This design comes from an exercise in tuning for small area, a short achievable clock period and few clock cycles on the open sky130 flow, not from production work. In this exercise RTL edits were held to simulation tests only and were not proved equivalent to the original. No activity file was given, so power comes from the tool's default toggle rates.

==> flow/design.v <==
module drive_machine_2 #(
    parameter DW = 32,
        AW = 32,
        BLOCKNO = 4,
        IDXSZ = 3,
        BLKOFFSZ = 2,
        BYTEOFFSZ = 2,
        TAGSZ = AW - IDXSZ - BLKOFFSZ - BYTEOFFSZ,
        CTXSZ = 1,
        NCTX = (1 << CTXSZ)
    ) (
    input                           CLK ,
    input                           RST ,
    input   wire                    REQ_CPU ,
    input   wire                    nRW_CPU ,
    input   wire [DW - 1:0]         DATA_IN_CPU ,
    input   wire [DW - 1:0]         DATA_IN_MEM ,
    input   wire [AW - 1:0]         ADDR_CPU ,
    input   wire                    VALID_Q ,
    output  wire                    STALL_CPU ,
    output  wire [AW - 1:0]         ADDR_MEM ,
    output  reg                     REQ_MEM ,
    output  reg                     nRW_MEM ,
    output  wire [DW - 1:0]         DATA_OUT_CPU ,
    output  reg [DW - 1:0]          DATA_OUT_MEM
);
    localparam SETS  = (1 << IDXSZ);
    localparam WORDS = SETS * BLOCKNO;
    reg [TAGSZ - 1:0]           tag_0 [0:SETS - 1] ;
    reg [TAGSZ - 1:0]           tag_1 [0:SETS - 1] ;
    reg [DW - 1:0]              data_0 [0:WORDS - 1] ;
    reg [DW - 1:0]              data_1 [0:WORDS - 1] ;
    reg [SETS - 1:0]            valid_0 , valid_1 ;
    reg [SETS - 1:0]            dirty_0 , dirty_1 ;
    reg [SETS - 1:0]            lru ;            
    reg                         r_resp ;         
    reg                         r_stall ;        
    reg                         r_wait_rd ;      
    reg [CTXSZ - 1:0]           r_wait_ctx ;
    reg [BLKOFFSZ - 1:0]        r_wait_word ;
    reg [DW - 1:0]              r_dout ;
    reg                         g_go ;
    reg                         g_hit ;
    reg                         g_way ;          
    reg                         g_wr ;
    reg                         g_fl ;           
    reg                         g_vdirty ;
    reg [CTXSZ - 1:0]           g_ctx ;
    reg [IDXSZ - 1:0]           g_idx ;
    reg [BLKOFFSZ - 1:0]        g_off ;
    reg                         r_wb_v ;
    reg                         r_wb_way ;
    reg [IDXSZ + BLKOFFSZ - 1:0] r_wb_a ;
    reg [DW - 1:0]              r_wb_d ;
    reg [NCTX - 1:0]            c_busy ;
    reg [NCTX - 1:0]            c_way ;
    reg [NCTX - 1:0]            c_dirty ;
    reg [IDXSZ - 1:0]           c_idx   [0:NCTX - 1] ;
    reg [BLKOFFSZ - 1:0]        c_crit  [0:NCTX - 1] ;
    reg [BLOCKNO - 1:0]         c_arr   [0:NCTX - 1] ;   
    reg [BLOCKNO - 1:0]         c_got   [0:NCTX - 1] ;   
    reg [BLOCKNO - 1:0]         c_wrt   [0:NCTX - 1] ;   
    reg [CTXSZ - 1:0]           r_alloc ;        
    reg [CTXSZ - 1:0]           r_head ;         
    reg [2:0]                   r_rcnt ;         
    reg                         r_seq_on ;
    reg [2:0]                   r_seq_k ;
    reg                         r_s_way ;
    reg                         r_s_dirty ;
    reg [IDXSZ - 1:0]           r_s_idx ;
    reg [BLKOFFSZ - 1:0]        r_s_crit ;
    reg [TAGSZ - 1:0]           r_s_tag ;
    reg [TAGSZ - 1:0]           r_s_wbtag ;
    reg [AW - 1:2]              r_addr_mem ;
    reg                         r_fa_we ;
    reg                         r_fa_last ;
    reg [CTXSZ - 1:0]           r_fa_ctx ;
    reg                         r_fa_way ;
    reg [IDXSZ - 1:0]           r_fa_idx ;
    reg [BLKOFFSZ - 1:0]        r_fa_word ;
    reg [DW - 1:0]              r_fa_d ;
    integer                     i , j ;
    assign STALL_CPU            = r_stall ;
    assign DATA_OUT_CPU         = r_dout ;
    assign ADDR_MEM             = { r_addr_mem, 2'b00 } ;
    wire                        s_isr   = ~r_s_dirty | ~r_seq_k[0] ;
    wire [BLKOFFSZ - 1:0]       s_word  = r_s_crit + (r_s_dirty ? r_seq_k[2:1] : r_seq_k[1:0]) ;
    wire                        s_last  = r_s_dirty ? (r_seq_k == 3'd7) : (r_seq_k == 3'd3) ;
    wire                        s_port  = r_seq_on & ~s_isr ;    
    wire                        h_dirty = c_dirty[r_head] ;
    wire                        q_isr   = ~h_dirty | ~r_rcnt[0] ;
    wire [BLKOFFSZ - 1:0]       q_word  = c_crit[r_head] + (h_dirty ? r_rcnt[2:1] : r_rcnt[1:0]) ;
    wire                        q_last  = h_dirty ? (r_rcnt == 3'd7) : (r_rcnt == 3'd3) ;
    wire                        q_rd    = VALID_Q & q_isr ;
    wire [TAGSZ - 1:0]          a_tag   = ADDR_CPU[AW - 1:IDXSZ + BLKOFFSZ + BYTEOFFSZ] ;
    wire [IDXSZ - 1:0]          a_idx   = ADDR_CPU[IDXSZ + BLKOFFSZ + BYTEOFFSZ - 1:BLKOFFSZ + BYTEOFFSZ] ;
    wire [BLKOFFSZ - 1:0]       a_off   = ADDR_CPU[BLKOFFSZ + BYTEOFFSZ - 1:BYTEOFFSZ] ;
    wire                        a_wr    = ~nRW_CPU ;
    wire [TAGSZ - 1:0]          a_t0    = tag_0[a_idx] ;
    wire [TAGSZ - 1:0]          a_t1    = tag_1[a_idx] ;
    wire                        a_v0    = valid_0[a_idx] ;
    wire                        a_v1    = valid_1[a_idx] ;
    wire                        a_h0    = a_v0 & (a_t0 == a_tag) ;
    wire                        a_h1    = a_v1 & (a_t1 == a_tag) ;
    wire                        a_hit   = a_h0 | a_h1 ;
    wire                        a_vic   = ~a_v0 ? 1'b0 : ~a_v1 ? 1'b1 : lru[a_idx] ;
    wire                        a_vdirty = a_vic ? (a_v1 & dirty_1[a_idx]) : (a_v0 & dirty_0[a_idx]) ;
    reg  [1:0]                  f_on , f_pres , f_got , f_now ;
    reg  [CTXSZ - 1:0]          f_ctx [0:1] ;
    always @ (*)
    begin
        f_on = 2'b00 ; f_pres = 2'b00 ; f_got = 2'b00 ; f_now = 2'b00 ;
        f_ctx[0] = 'd0 ; f_ctx[1] = 'd0 ;
        for (i = 0; i < NCTX; i = i + 1)
            if (c_busy[i] & (c_idx[i] == a_idx)) begin
                f_on[c_way[i]]   = 1'b1 ;
                f_ctx[c_way[i]]  = i ;
                f_pres[c_way[i]] = c_arr[i][a_off] | c_wrt[i][a_off] ;
                f_got[c_way[i]]  = c_got[i][a_off] ;
                f_now[c_way[i]]  = q_rd & (r_head == i) & (q_word == a_off) ;
            end
    end
    wire [1:0]                  f_seq   = {2{r_seq_on & r_s_dirty & (r_s_idx == a_idx)}} &
                                          {r_s_way, ~r_s_way} ;
    wire                        a_fl    = (a_h0 & f_on[0])   | (a_h1 & f_on[1]) ;
    wire                        a_pres  = (a_h0 & f_pres[0]) | (a_h1 & f_pres[1]) ;
    wire                        a_got   = (a_h0 & (f_got[0] | f_now[0])) | (a_h1 & (f_got[1] | f_now[1])) ;
    wire                        a_fseq  = (a_h0 & f_seq[0])  | (a_h1 & f_seq[1]) ;
    wire                        a_vf    = a_vic ? f_on[1] : f_on[0] ;
    wire                        a_fl_wait = a_fl & ~a_wr & ~a_pres ;
    wire                        fa_we   = r_fa_we & ~c_wrt[r_fa_ctx][r_fa_word] ;
    wire                        wb_hold = r_wb_v & fa_we ;
    wire                        a_wb_hz = (r_wb_v & ({a_idx, a_off} == r_wb_a)) |
                                          (wb_hold & (a_wr | ~a_hit)) ;
    wire                        a_blocked = r_resp | r_wait_rd | s_port | a_wb_hz |
                                            (~a_hit & (r_seq_on | a_vf | c_busy[r_alloc])) |
                                            (a_wr & a_fseq) |
                                            (a_fl_wait & a_got) ;
    wire                        go      = REQ_CPU & ~a_blocked ;
    wire                        go_miss = go & ~a_hit ;
    wire                        go_done = go & (a_wr | (a_hit & ~a_fl_wait)) ;
    wire [IDXSZ - 1:0]          p_idx   = s_port ? r_s_idx : a_idx ;
    wire [BLKOFFSZ - 1:0]       p_off   = s_port ? s_word : a_off ;
    wire                        p_way   = s_port ? r_s_way : a_h1 ;
    wire [IDXSZ + BLKOFFSZ - 1:0] p_a   = {p_idx, p_off} ;
    reg [DW - 1:0]              p_rd0 , p_rd1 ;
    always @ (*)
    begin
        p_rd0 = 'd0 ;
        p_rd1 = 'd0 ;
        for (j = 0; j < WORDS; j = j + 1) begin
            p_rd0 = p_rd0 | ({DW{p_a == j}} & data_0[j]) ;
            p_rd1 = p_rd1 | ({DW{p_a == j}} & data_1[j]) ;
        end
    end
    wire [DW - 1:0]             p_rd    = p_way ? p_rd1 : p_rd0 ;
    wire                        w_we_0  = fa_we ? (r_fa_way == 1'b0) : (r_wb_v & (r_wb_way == 1'b0)) ;
    wire                        w_we_1  = fa_we ? (r_fa_way == 1'b1) : (r_wb_v & (r_wb_way == 1'b1)) ;
    wire [IDXSZ + BLKOFFSZ - 1:0] w_a   = fa_we ? {r_fa_idx, r_fa_word} : r_wb_a ;
    wire [DW - 1:0]             w_d     = fa_we ? r_fa_d : r_wb_d ;
    wire                        rd_done = r_wait_rd & q_rd & (r_head == r_wait_ctx) & (q_word == r_wait_word) ;
    always @ (posedge CLK)
    begin
        if (w_we_0)
            data_0[w_a]         <= w_d ;
        if (w_we_1)
            data_1[w_a]         <= w_d ;
        if (g_go & ~g_hit & (g_way == 1'b0))
            tag_0[g_idx]        <= r_s_tag ;
        if (g_go & ~g_hit & (g_way == 1'b1))
            tag_1[g_idx]        <= r_s_tag ;
    end
    always @ (posedge CLK)
    begin
        r_dout                  <= rd_done ? DATA_IN_MEM : p_rd ;
        DATA_OUT_MEM            <= p_rd ;
        g_hit                   <= a_hit ;
        g_way                   <= a_hit ? a_h1 : a_vic ;
        g_wr                    <= a_wr ;
        g_fl                    <= a_fl ;
        g_vdirty                <= a_vdirty ;
        g_ctx                   <= a_h1 ? f_ctx[1] : f_ctx[0] ;
        g_idx                   <= a_idx ;
        g_off                   <= a_off ;
        if (~wb_hold) begin
            r_wb_a              <= {a_idx, a_off} ;
            r_wb_d              <= DATA_IN_CPU ;
            r_wb_way            <= a_hit ? a_h1 : a_vic ;
        end
        if (~r_wait_rd) begin
            r_wait_ctx          <= a_hit ? (a_h1 ? f_ctx[1] : f_ctx[0]) : r_alloc ;
            r_wait_word         <= a_off ;
        end
        if (~r_seq_on) begin
            r_s_way             <= a_vic ;
            r_s_dirty           <= a_vdirty ;
            r_s_idx             <= a_idx ;
            r_s_crit            <= a_off ;
            r_s_tag             <= a_tag ;
            r_s_wbtag           <= a_vic ? a_t1 : a_t0 ;
            r_addr_mem          <= ADDR_CPU[AW - 1:2] ;
            nRW_MEM             <= 1'b1 ;
        end
        else begin
            r_addr_mem          <= { (s_isr ? r_s_tag : r_s_wbtag), r_s_idx, s_word } ;
            nRW_MEM             <= s_isr ;
        end
        if (g_go & ~g_hit) begin
            c_way[r_alloc]      <= g_way ;
            c_dirty[r_alloc]    <= g_vdirty ;
            c_idx[r_alloc]      <= g_idx ;
            c_crit[r_alloc]     <= g_off ;
        end
        if (g_go) begin
            lru[g_idx]          <= ~g_way ;
            if (g_wr & ~g_way) dirty_0[g_idx] <= 1'b1 ;
            if (g_wr &  g_way) dirty_1[g_idx] <= 1'b1 ;
            if (~g_hit & ~g_wr & ~g_way) dirty_0[g_idx] <= 1'b0 ;
            if (~g_hit & ~g_wr &  g_way) dirty_1[g_idx] <= 1'b0 ;
        end
        if (g_go & g_hit & g_wr & g_fl)
            c_wrt[g_ctx][g_off] <= 1'b1 ;
        if (q_rd)
            c_got[r_head][q_word] <= 1'b1 ;
        if (r_fa_we)
            c_arr[r_fa_ctx][r_fa_word] <= 1'b1 ;
        if (g_go & ~g_hit) begin
            c_arr[r_alloc]      <= 'd0 ;
            c_got[r_alloc]      <= 'd0 ;
            c_wrt[r_alloc]      <= g_wr ? (4'b0001 << g_off) : 4'b0000 ;
        end
        r_fa_ctx                <= r_head ;
        r_fa_way                <= c_way[r_head] ;
        r_fa_idx                <= c_idx[r_head] ;
        r_fa_word               <= q_word ;
        r_fa_d                  <= DATA_IN_MEM ;
    end
    always @ (posedge CLK or posedge RST)
    begin
        if (RST) begin
            r_resp              <= 1'b0 ;
            r_stall             <= 1'b1 ;
            r_wait_rd           <= 1'b0 ;
            g_go                <= 1'b0 ;
            r_wb_v              <= 1'b0 ;
            c_busy              <= 'd0 ;
            r_alloc             <= 'd0 ;
            r_head              <= 'd0 ;
            r_rcnt              <= 3'd0 ;
            r_seq_on            <= 1'b0 ;
            r_seq_k             <= 3'd0 ;
            r_fa_we             <= 1'b0 ;
            r_fa_last           <= 1'b0 ;
            REQ_MEM             <= 1'b0 ;
            valid_0             <= 'd0 ;
            valid_1             <= 'd0 ;
        end
        else begin
            r_resp              <= go_done | rd_done ;
            r_stall             <= ~(go_done | rd_done) ;
            if (go & ~a_wr & (~a_hit | a_fl_wait))
                r_wait_rd       <= 1'b1 ;
            else if (rd_done)
                r_wait_rd       <= 1'b0 ;
            g_go                <= go ;
            r_wb_v              <= (go & a_wr) | wb_hold ;
            if (g_go & ~g_hit & ~g_way) valid_0[g_idx] <= 1'b1 ;
            if (g_go & ~g_hit &  g_way) valid_1[g_idx] <= 1'b1 ;
            if (r_fa_last)
                c_busy[r_fa_ctx] <= 1'b0 ;
            if (g_go & ~g_hit) begin
                c_busy[r_alloc] <= 1'b1 ;
                r_alloc         <= r_alloc + 1'b1 ;
            end
            if (go_miss) begin
                REQ_MEM         <= 1'b1 ;
                r_seq_on        <= 1'b1 ;
                r_seq_k         <= 3'd1 ;
            end
            else if (r_seq_on) begin
                REQ_MEM         <= 1'b1 ;
                r_seq_k         <= r_seq_k + 1'b1 ;
                if (s_last)
                    r_seq_on    <= 1'b0 ;
            end
            else
                REQ_MEM         <= 1'b0 ;
            if (VALID_Q) begin
                if (q_last) begin
                    r_rcnt      <= 3'd0 ;
                    r_head      <= r_head + 1'b1 ;
                end
                else
                    r_rcnt      <= r_rcnt + 1'b1 ;
            end
            r_fa_we             <= q_rd ;
            r_fa_last           <= VALID_Q & q_last ;
        end
    end
endmodule
module CACHE_CONTROLLER
(
    input     wire              CLK,
    input     wire              RST,
    input     wire    [31:0]    DATA_IN_CPU,
    output    wire    [31:0]    DATA_OUT_CPU,
    input     wire    [31:0]    DATA_IN_MEM,
    output    wire    [31:0]    DATA_OUT_MEM,
    input     wire    [31:0]    ADDR_CPU,
    output    wire    [31:0]    ADDR_MEM,
    input     wire              REQ_CPU,
    output    wire              REQ_MEM,
    input     wire              nRW_CPU,
    output    wire              nRW_MEM,
    output    wire              STALL_CPU,
    input     wire              VALID_MEM
);
    drive_machine_2 state_machine_driver(
      .CLK                  (CLK),
      .RST                  (RST),
      .REQ_CPU              (REQ_CPU),
      .nRW_CPU              (nRW_CPU),
      .DATA_IN_CPU          (DATA_IN_CPU),
      .DATA_IN_MEM          (DATA_IN_MEM),
      .ADDR_CPU             (ADDR_CPU),
      .VALID_Q              (VALID_MEM),
      .STALL_CPU            (STALL_CPU),
      .ADDR_MEM             (ADDR_MEM),
      .REQ_MEM              (REQ_MEM),
      .nRW_MEM              (nRW_MEM),
      .DATA_OUT_CPU         (DATA_OUT_CPU),
      .DATA_OUT_MEM         (DATA_OUT_MEM)
     );
endmodule
==> flow/run.sh <==
#!/bin/bash
# synth_recipe.tcl (not shown) runs the flow's synth.tcl, then flattens the netlist and writes it again
# the make line also repeats each setting of config.mk as NAME=value (left out here)
make -C /OpenROAD-flow-scripts/flow DESIGN_CONFIG=/design/flow/config.mk WORK_HOME=/design/flow/orfs CLKGATE_MAP_FILE= SYNTH_SCRIPT=/design/flow/synth_recipe.tcl finish
==> flow/config.mk <==
export PLATFORM = sky130hd
export DESIGN_NAME = CACHE_CONTROLLER
export DESIGN_NICKNAME = CACHE_CONTROLLER
export VERILOG_FILES = /design/flow/design.v
export SDC_FILE = /design/flow/constraint.sdc
export NUM_CORES = 4
export LEC_CHECK = 0
export ABC_CLOCK_PERIOD_IN_PS = 3500
export CAP_MARGIN = 20
export CORE_MARGIN = 2
export CORE_UTILIZATION = 40
export PLACE_DENSITY = 0.6
export SETUP_SLACK_MARGIN = 5
export SLEW_MARGIN = 20
==> flow/constraint.sdc <==
create_clock -name core_clock -period 10.0 [get_ports {CLK}]
set_input_delay 2.0000 -clock core_clock [delete_from_list [all_inputs] [get_ports {CLK}]]
set_output_delay 2.0000 -clock core_clock [all_outputs]
set_load 0.01 [all_outputs]
==> notes.md <==
Clock tree:
- The clock buffer count from CTS is ~290.
- For the worst-skew pair, the clock arrives at the later sink with an insertion delay of ~960 ps.
- No sink is reached through more buffers than the 4 on the longest clock path.
- Clock-pin slew was measured on the worst setup and hold paths at roughly 60 ps.
- The hold buffer count at cts is 0.
- The clock net in this run drives a total of 2788 sinks.
- The cell sitting at the root of the clock tree is a clkbuf_16.
- TritonCTS built the clock tree.
- CTS built an H-tree with a depth of 5.

Worst setup path:
- The slowest stage of the critical path is the buf_8 cell.
- The maximum single-stage delay on the critical path is between 500 and 600 ps.
- The number of buffer and inverter instances along the worst setup path is 5.
- The worst setup path is launched from an input port.
- The signal on the critical path passes through clkdlybuf4s50_1 > buf_6 > nand2_1 > o22a_2 > buf_4 > nor2_4 > buf_8 > buf_4 > a222oi_1 > nand4_1 > nor4_1 > mux2i_1 > mux2_2.
- The cell repeated most along the worst path is buf_4.
- The data required time at the worst endpoint is 10880 ps.
- Of all nets on the critical path, the largest fanout is 31.
- The critical path in this run is classified as input port to register.
- The arrival time at the worst endpoint is about 6000 ps.
- STA classifies the critical path endpoint as a register.
- The kind of cell with the highest combined delay along the critical path is buffers and inverters.

GRT:
- Global routing finished with a remaining overflow of 0.
- The total track usage is about 27%.
- The largest net degree at the start of global routing is around 100.
- The number of antenna violations at the first check in global routing is 18.
- The wire length of the first global-routing pass is a little under 500000 um.
- The number of global-route vias before repair is roughly 61000.

Cells and area:
- The fraction of layout cells with a size suffix above 1 is roughly 16%.
- The multi-input gate area in the final layout is ~22000 sq um.
- The area growth from synthesis to final layout is 17.4%.
- The finished cells cover 122000 sq um.
- The register area is roughly 82000 sq um.
- The utilization after layout is 47.1%.
- The number of standard cells in the final layout excluding fillers is 10000.
- The layout net count is around 6500.
- The final-layout fill cell count is 21400.

Flow run:
- Across the run, the number of max-cap violations was 0.

Timing:
- The time the worst path needs with I/O delays and setup is between 5000 and 6000 ps.
- Timing would allow up to between 150 and 200 MHz.
- The tightest hold path in the finished design has a slack of 429 ps.
- Headroom to the max-slew limit came out at between 20% and 30%.
- Setup repair after global routing could not meet its margin everywhere.
- For the pin with the worst max-slew slack, the measured transition is 1110 ps.
- Setup total negative slack on the finished layout was measured at 0 ps.
- The final setup slack of the worst path is between 4000 and 5000 ps.
- The number of max-slew violations in the final report is 0.
- Dividing the final minimum period by the clock period gives between 50 and 60%.
- The clock arrives with a little over 90 ps of skew.
- Setup violations remaining at the end of the flow were counted as 0.
- The count of endpoints failing hold in the final timing report is 0.

Die:
- The core region is around 260000 sq um.
- The initial cell density of the core is around 40%.
- The die is ~510 um wide.
- In this run the core area contains 187 standard-cell rows.
- The I/O pin total is 200.
- The die outline height is roughly 500 um.
- The floorplan step defined a die boundary enclosing about 260000 sq um.

Place:
- The total placed instance area is about 110000 sq um.
- Routability-driven placement finished with a final weighted congestion of slightly above 0.8.
- The total half-perimeter wirelength after legalization and detailed placement is around 180000 um.
- The count of buffers from port buffering is 195.
- In this run, placement finished with an instance count of 9470.
- The post-placement worst setup slack is approximately 2500 ps.

Worst hold path:
- The worst hold path belongs to the class register to register.

Route:
- In this run, the number of DRC markers left after iteration 0 of detailed routing was between 10000 and 15000.
- The count of unresolved DRC violations after routing is 0.
- The count of nets left with antenna violations once routing finished came out at 0.
- After detailed routing, the number of vias per cell comes to 6.46.
- Before antenna repair, the detailed router went through 8 iterations.
- The routed length per instance is approximately 37 um.
- The total wirelength of the detailed-routed design is 368000 um.
- The overall via count from detail_route is ~65000.

Power and ir drop:
- The reported leakage power is around 40 nW.
- After layout, the design draws a total of between 30 and 40 mW.
- Power spread over the standard cell area amounts to around 250 nW/um^2.
- Across the VDD grid, the largest voltage drop is 0.000216 V.

Yosys:
- The top flip-flop cell by instance count after synthesis is edfxtp_1.
- During synthesis, Yosys emitted a total of 2 warnings.
- The average size of a mapped cell is about 17 sq um.
- The count of distinct cell types in the synthesized netlist is 81.
- After synthesis, the cell types taking the most area are edfxtp_1 (75%), a22oi_1 (5.0%), dfxtp_1 (3.1%).
- Summed over all instances, the cell type with the most area after synthesis is edfxtp_1.
- Counting instances in the post-synthesis netlist gives the leading cell types as edfxtp_1 (2592), a22oi_1 (692), and3_1 (276), nand3_1 (236), nor2_1 (225).
- The fraction of post-synthesis cell area in the top cell type by area is 75.0%.
- Synthesis produced a netlist whose cell count is 6013.
- The most frequent cell after synthesis is edfxtp_1.
- For this run, the register share of the synthesized area comes to between 70% and 80%.
- In the synthesized netlist the async set-or-reset flop fraction comes to under 10%.
- The number of synthesized flops with an enable pin is 2592.
- Counting flops and latches in the post-synthesis netlist gives around 2800.
- The post-synth design cell area is between 100000 and 150000 sq um.

Status:
- The flow ran to the end and the layout has no timing, DRC or antenna violations.
[routing by layer]
layer  GRT usage, %  vias to the layer above  share of wire [%]
li1               -                    25300                  -
met4           9.69                        4                4.1
met5              0                        -             0.0092
met2           42.2                     5146                 45
met3           7.01                      868                 14
met1           36.7                    33400                 37
[state kept, by name, summed over array words and instances, names as in the netlist, 4 cells and up, named ones only]
register,flops
state_machine_driver.data_0,1024
state_machine_driver.data_1,1024
state_machine_driver.tag_0,200
state_machine_driver.tag_1,200
state_machine_driver.DATA_OUT_MEM,32
state_machine_driver.r_dout,32
state_machine_driver.r_fa_d,32
state_machine_driver.r_wb_d,32
state_machine_driver.r_addr_mem,30
state_machine_driver.r_s_tag,25
state_machine_driver.r_s_wbtag,25
state_machine_driver.c_arr,8
state_machine_driver.c_got,8
state_machine_driver.c_wrt,8
state_machine_driver.lru,8
state_machine_driver.valid_0,8
state_machine_driver.valid_1,8
state_machine_driver.c_idx,6
state_machine_driver.r_wb_a,5
state_machine_driver.c_crit,4
[layout by cell type (no fill, tap or decap), types with 21 or more instances in the layout]
cell type and count:
o21ai_0 51, nand2_4 21, clkdlybuf4s50_1 191, a22o_1 66, nand2_1 180, nand3_1 231, nor2_1 120, a21oi_1 80
buf_4 223, a222oi_1 41, and3_1 276, dfxtp_1 161, nor4_1 36, xor2_1 22, nor3_1 33, nor2_4 105
buf_12 29, dfrtp_1 33, clkbuf_1 50, clkinv_1 53, xnor2_1 38, edfxtp_1 2592, mux2_2 55, clkbuf_16 298
mux2i_1 163, nand4_1 132, a2111oi_0 66, a22oi_1 692, clkinv_2 39, mux4_2 70
[final timing paths]
| path | from | to | slack [ps] | cells after the start |
|---|---|---|---|---|
| max in group asynchronous | RST | state_machine_driver.r_seq_on | 7820 | 2 |
| setup reg to reg | state_machine_driver.r_s_dirty | state_machine_driver.r_dout[10] | 5090 | 13 |
| min in group asynchronous | RST | state_machine_driver.valid_0[0] | 1560 | 2 |
| hold reg to reg | state_machine_driver.g_vdirty | register | 430 | 0 |
| hold / removal | state_machine_driver.g_vdirty | register | 430 | 0 |
| setup / recovery | ADDR_CPU[2] | state_machine_driver.r_dout[4] | 4870 | 13 |
[final cells by class]
| type | instances | share of cell area (%) |
|---|---|---|
| inverter | 26 | 0.0851 |
| clock inverter | 128 | 0.920 |
| clock buffer | 363 | 6.42 |
| antenna | 10 | 0.0205 |
| tap | 3402 | 3.49 |
| timing repair buffer | 471 | 3.81 |
| sequential | 2788 | 67.2 |
| multi-input combinational | 2843 | 18.1 |
[worst register-to-register path, stage by stage (launching register included)]
cell and delay [ps]:
edfxtp_1 510, mux2_2 400, ha_1 190, xor2_1 320, xnor2_4 150, buf_4 230, a22o_4 430, buf_12 310
nand3_1 190, nand4_1 110, or4_1 630, nor4_4 770, mux2i_4 280, mux2_2 350
[power breakdown]
group / switching, mW / internal [mW]
Sequential: 0.391 / 14.6
Combinational: 3.87 / 1.44
Clock: 4.38 / 6.01
Total: 8.63 / 22.0
[timing repair]
| item | CTS | global route |
|---|---|---|
| setup endpoints to repair | 112 | 41 |
| pin swaps | 22 | 14 |
| gates cloned | 5 | 1 |
| setup buffers | 48 | 6 |
| resized for setup | 108 | 62 |
[logic make-up after synthesis]
family | share of synthesized area (%)
XOR/XNOR | 0.530
other | 0.00361
buffers and inverters | 1.60
flip-flops | 78.9
AND/OR/NAND/NOR | 6.53
adder cells (fa/ha/maj) | 0.108
multiplexers | 3.94
AO/OA/AOI/OAI | 8.39
Testbench counts, summed over its fixed seeds: cycles 74,033.

-- static timing again, ports no longer ideal --
No port has a modelled driver above. Below, the same layout with a new extraction and two added sets of constraints. Step 1: set_driving_cell puts a clkbuf_16 on CLK and a buf_2 on each other input, an assumption about the parent block. Step 2 moves the port delays by t, midway between the first and last clock arrival at a register: inputs arrive t later, outputs are due t later. That takes back most of the time a late clock gives input paths. a / b / c = ideal ports / drivers / drivers and shift; a / b = the first two.
shift t [ns]: 1.003
setup WS [ns]: 4.871 / 4.945 / 3.942
worst hold slack (ns): 0.429 / 0.429 / 0.429
latest minus earliest clock arrival (ns): 0.122 / 0.122
After both steps this run still meets setup and hold. For this run, drivers alone change the setup slack by +0.074 ns; drivers and shift together by -0.929 ns.
